What follows belongs to an exercise in optimizing a design on an open flow for small area, a short achievable clock period and few clock cycles per item; a production flow would make more cautious choices.
RTL that was checked went through simulation tests only; none was proved equivalent to the original.

Setup of P:
==> flow/design.v <==
module conv_128_8_16_1(clk, reset, x_data, x_valid, x_ready, y_data, y_valid, y_ready);
  input clk, reset, x_valid, y_ready;
  input signed [15:0] x_data;
  output logic x_ready, y_valid;
  output logic signed [15:0] y_data;
  function automatic int th(input int k);
    case (k)
      0: th = 344;  1: th = 171;  2: th = 207;  3: th = 697;
      4: th = 140;  5: th = 799;  6: th = 3276; default: th = 399;
    endcase
  endfunction
  function automatic logic [16:0] add17(input logic [16:0] a, input logic [16:0] b, input logic ci);
    logic [16:0] p, g, gg, pp, c;
    p = a ^ b;
    g = a & b;
    g[0] = g[0] | (p[0] & ci);
    gg = g; pp = p;
    for (int l = 1; l <= 4; l++)
      for (int i = (1 << l) - 1; i < 17; i += (1 << l)) begin
        gg[i] = gg[i] | (pp[i] & gg[i - (1 << (l - 1))]);
        pp[i] = pp[i] & pp[i - (1 << (l - 1))];
      end
    for (int l = 3; l >= 1; l--)
      for (int i = (1 << l) + (1 << (l - 1)) - 1; i < 17; i += (1 << l)) begin
        gg[i] = gg[i] | (pp[i] & gg[i - (1 << (l - 1))]);
        pp[i] = pp[i] & pp[i - (1 << (l - 1))];
      end
    c = {gg[15:0], ci};
    add17 = p ^ c;
  endfunction
  function automatic logic [33:0] csa(input logic [16:0] a, input logic [16:0] b, input logic [16:0] c);
    csa = {(a & b) | (a & c) | (b & c), a ^ b ^ c};
  endfunction
  logic signed [15:0] xp;         
  logic signed [16:0] x3p, x5p;
  logic [7:0]         satp;       
  logic               vp;
  logic [6:0]         idx;        
  logic signed [15:0] acc0;       
  logic [16:0]        r1, r2, r3, r4, r5, r6;    
  logic [16:0]        y0, y1;     
  logic               v1;
  logic               run;        
  wire [16:0] x1i = {x_data[15], x_data};
  logic [7:0] sat_n;
  always_comb
    for (int k = 0; k < 8; k++)
      sat_n[k] = (x_data > th(k)) | (x_data < -th(k));
  always_ff @(posedge clk)
    if (run) begin
      xp   <= x_data;
      x3p  <= add17(x1i, x1i << 1, 1'b0);
      x5p  <= add17(x1i, x1i << 2, 1'b0);
      satp <= sat_n;
    end
  wire [16:0] x1 = {xp[15], xp};
  wire        xs = xp[15];
  localparam logic [16:0] PHI = 17'h07fff, PLO = 17'h18000;
  function automatic logic [16:0] satv(input logic s, input logic neg, input logic [16:0] u);
    satv = !s ? u : (xs ^ neg) ? PLO : PHI;
  endfunction
  function automatic logic [16:0] keep(input logic s, input logic [16:0] w);
    keep = s ? 17'h0 : w;
  endfunction
  function automatic logic [16:0] keepn(input logic s, input logic [16:0] v);
    keepn = s ? 17'h1ffff : ~v;
  endfunction
  function automatic logic [16:0] sx(input logic [16:0] r);
    for (int i = 0; i < 15; i++)
      sx[i] = r[16] ? (r[15] & r[i]) : (r[15] | r[i]);
    sx[16:15] = {2{r[16]}};
  endfunction
  wire [16:0] a0 = {acc0[15], acc0}, a1 = sx(r1), a2 = sx(r2), a3 = sx(r3), a4 = sx(r4),
              a5 = sx(r5), a6 = sx(r6);
  wire [16:0] s0 = add17(satv(satp[0], 1'b0, x3p << 5), keepn(satp[0], x1), 1'b1);
  wire [33:0] c1 = csa(a0, satv(satp[1], 1'b0, x3p << 6), keepn(satp[1], x1));
  wire [16:0] s1 = add17(c1[16:0], {c1[32:17], 1'b1}, 1'b0);
  wire [33:0] c2 = csa(a1, satv(satp[2], 1'b0, x5p << 5), keepn(satp[2], x1 << 1));
  wire [16:0] s2 = add17(c2[16:0], {c2[32:17], 1'b1}, 1'b0);
  wire [33:0] c3 = csa(a2, satv(satp[3], 1'b1, x1), keepn(satp[3], x3p << 4));
  wire [16:0] s3 = add17(c3[16:0], {c3[32:17], 1'b1}, 1'b0);
  wire [33:0] c4a = csa(satv(satp[4], 1'b1, x3p << 1), keep(satp[4], x1 << 4), keepn(satp[4], x1 << 8));
  wire [33:0] c4 = csa(a3, c4a[16:0], {c4a[32:17], 1'b1});
  wire [16:0] s4 = add17(c4[16:0], {c4[32:17], 1'b0}, 1'b0);
  wire [33:0] c5 = csa(a4, keepn(satp[5], x5p << 3), satv(satp[5], 1'b1, ~x1));
  wire [16:0] s5 = add17(c5[16:0], {c5[32:17], 1'b1}, ~satp[5]);
  wire [16:0] s6 = add17(a5, satv(satp[6], 1'b0, x5p << 1), 1'b0);
  wire [33:0] c7 = csa(a6, satv(satp[7], 1'b0, x5p << 4), keep(satp[7], x1 << 1));
  wire [16:0] s7 = add17(c7[16:0], {c7[32:17], 1'b0}, 1'b0);
  always_comb begin
    for (int i = 0; i < 15; i++)
      y_data[i] = ~y0[16] & (y0[15] | y0[i]);
    y_data[15] = 1'b0;
  end
  wire adv  = vp & run;                  
  wire push = adv & (idx >= 7);          
  wire y0_free = ~y_valid | y_ready;
  always_ff @(posedge clk) begin
    if (adv) begin
      acc0 <= s0[15:0];
      r1 <= s1;
      r2 <= s2;
      r3 <= s3;
      r4 <= s4;
      r5 <= s5;
      r6 <= s6;
    end
    if (~v1) y1 <= s7;
    if (y0_free) y0 <= v1 ? y1 : s7;
  end
  logic vp_n, v1_n, run_n;
  logic [6:0] idx_n;
  always_comb begin
    vp_n  = run ? x_valid : vp;
    v1_n  = y0_free ? 1'b0 : (v1 | push);
    idx_n = adv ? idx + 7'd1 : idx;
    run_n = ~(v1_n & vp_n & (idx_n >= 7));
  end
  always_ff @(posedge clk) begin
    if (reset) begin
      vp      <= 1'b0;
      v1      <= 1'b0;
      y_valid <= 1'b0;
      idx     <= 7'd0;
      run     <= 1'b1;
      x_ready <= 1'b1;
    end else begin
      vp      <= vp_n;
      v1      <= v1_n;
      y_valid <= y0_free ? (v1 | push) : 1'b1;
      idx     <= idx_n;
      run     <= run_n;
      x_ready <= run_n;
    end
  end
endmodule
Settings: LEC_CHECK=0, ABC_AREA=1, CAP_MARGIN=20, CORE_MARGIN=2, CORE_UTILIZATION=40, CTS_CLUSTER_DIAMETER=60, CTS_CLUSTER_SIZE=30, SLEW_MARGIN=20; clock period 10.0 ns.
standard.sh (not shown) runs the stock make flow with config.mk's settings and CLKGATE_MAP_FILE= SYNTH_SCRIPT=/design/flow/synth_recipe.tcl, a recipe that flattens the netlist after the stock synthesis.
==> flow/flow/run.sh <==
#!/bin/bash
set -euo pipefail
bash standard.sh SETUP_SLACK_MARGIN=6.25 "BUFFER_PORTS_ARGS=-buffer_cell sky130_fd_sc_hd__buf_4" finish > standard_flow.log 2>&1
Testbench counts of P, summed over its fixed seeds: cycles 8,208, items 7,744.
Changes in Q relative to P:
diff --git a/flow/design.v b/flow/design.v
--- a/flow/design.v
+++ b/flow/design.v
@@ -37,8 +37,9 @@
   logic               vp;
   logic [6:0]         idx;        
   logic signed [15:0] acc0;       
   logic [16:0]        r1, r2, r3, r4, r5, r6;    
+  logic [1:0]         h1, h2, h3, h4, h5, h6;
   logic [16:0]        y0, y1;     
   logic               v1;
   logic               run;        
   wire [16:0] x1i = {x_data[15], x_data};
@@ -64,15 +65,17 @@
   endfunction
   function automatic logic [16:0] keepn(input logic s, input logic [16:0] v);
     keepn = s ? 17'h1ffff : ~v;
   endfunction
-  function automatic logic [16:0] sx(input logic [16:0] r);
-    for (int i = 0; i < 15; i++)
+  function automatic logic [16:0] sx(input logic [16:0] r, input logic [1:0] h);
+    for (int i = 0; i < 8; i++)
       sx[i] = r[16] ? (r[15] & r[i]) : (r[15] | r[i]);
+    for (int i = 8; i < 15; i++)
+      sx[i] = ~h[1] ? (~h[0] & r[i]) : (~h[0] | r[i]);
     sx[16:15] = {2{r[16]}};
   endfunction
-  wire [16:0] a0 = {acc0[15], acc0}, a1 = sx(r1), a2 = sx(r2), a3 = sx(r3), a4 = sx(r4),
-              a5 = sx(r5), a6 = sx(r6);
+  wire [16:0] a0 = {acc0[15], acc0}, a1 = sx(r1, h1), a2 = sx(r2, h2), a3 = sx(r3, h3),
+              a4 = sx(r4, h4), a5 = sx(r5, h5), a6 = sx(r6, h6);
   wire [16:0] s0 = add17(satv(satp[0], 1'b0, x3p << 5), keepn(satp[0], x1), 1'b1);
   wire [33:0] c1 = csa(a0, satv(satp[1], 1'b0, x3p << 6), keepn(satp[1], x1));
   wire [16:0] s1 = add17(c1[16:0], {c1[32:17], 1'b1}, 1'b0);
   wire [33:0] c2 = csa(a1, satv(satp[2], 1'b0, x5p << 5), keepn(satp[2], x1 << 1));
@@ -103,8 +106,14 @@
       r3 <= s3;
       r4 <= s4;
       r5 <= s5;
       r6 <= s6;
+      h1 <= ~s1[16:15];
+      h2 <= ~s2[16:15];
+      h3 <= ~s3[16:15];
+      h4 <= ~s4[16:15];
+      h5 <= ~s5[16:15];
+      h6 <= ~s6[16:15];
     end
     if (~v1) y1 <= s7;
     if (y0_free) y0 <= v1 ? y1 : s7;
   end
[summary]
Per the comparison of Q with P, worst setup slack went up, non-clock buffer count went down, fraction of area in multi-input gates went down. Q has estimated wirelength of the detail-placed design above what P had. A launching element of the worst setup path of xp[15] is what Q shows, while x_data[2] belongs to P. On number of flip-flops and latches: Q sits above P. Compared with P, Q shows a lower post-route clock period utilization.
Only the layout flow was run in Q; the RTL was not checked for function there.

-- port drivers added, routing unchanged --
How much do the figures lean on ideal ports? The routed layouts below were timed once more, with nothing changed but the port constraints. Step 1: set_driving_cell puts a clkbuf_16 on clk and a buf_2 on each other input, an assumption about the parent block. Step 2 moves the port delays by t, midway between the first and last clock arrival at a register: inputs arrive t later, outputs are due t later. That takes back most of the time a late clock gives input paths. a / b / c = ideal / step 1 / step 2; a / b = the first two.
run | t (ns) | slack for setup (ns) | hold WS [ns] | worst slew at a driven data input, ns
P | 0.603 | 6.343 / 6.362 / 5.775 | 0.454 / 0.454 / 0.454 | 0.04
Q | 0.627 | 6.368 / 6.360 / 5.803 | 0.450 / 0.450 / 0.450 | 0.04
After both steps every run listed still meets setup and hold. For P, which loses most, drivers alone change the setup slack by +0.019 ns; drivers and shift together by -0.568 ns.
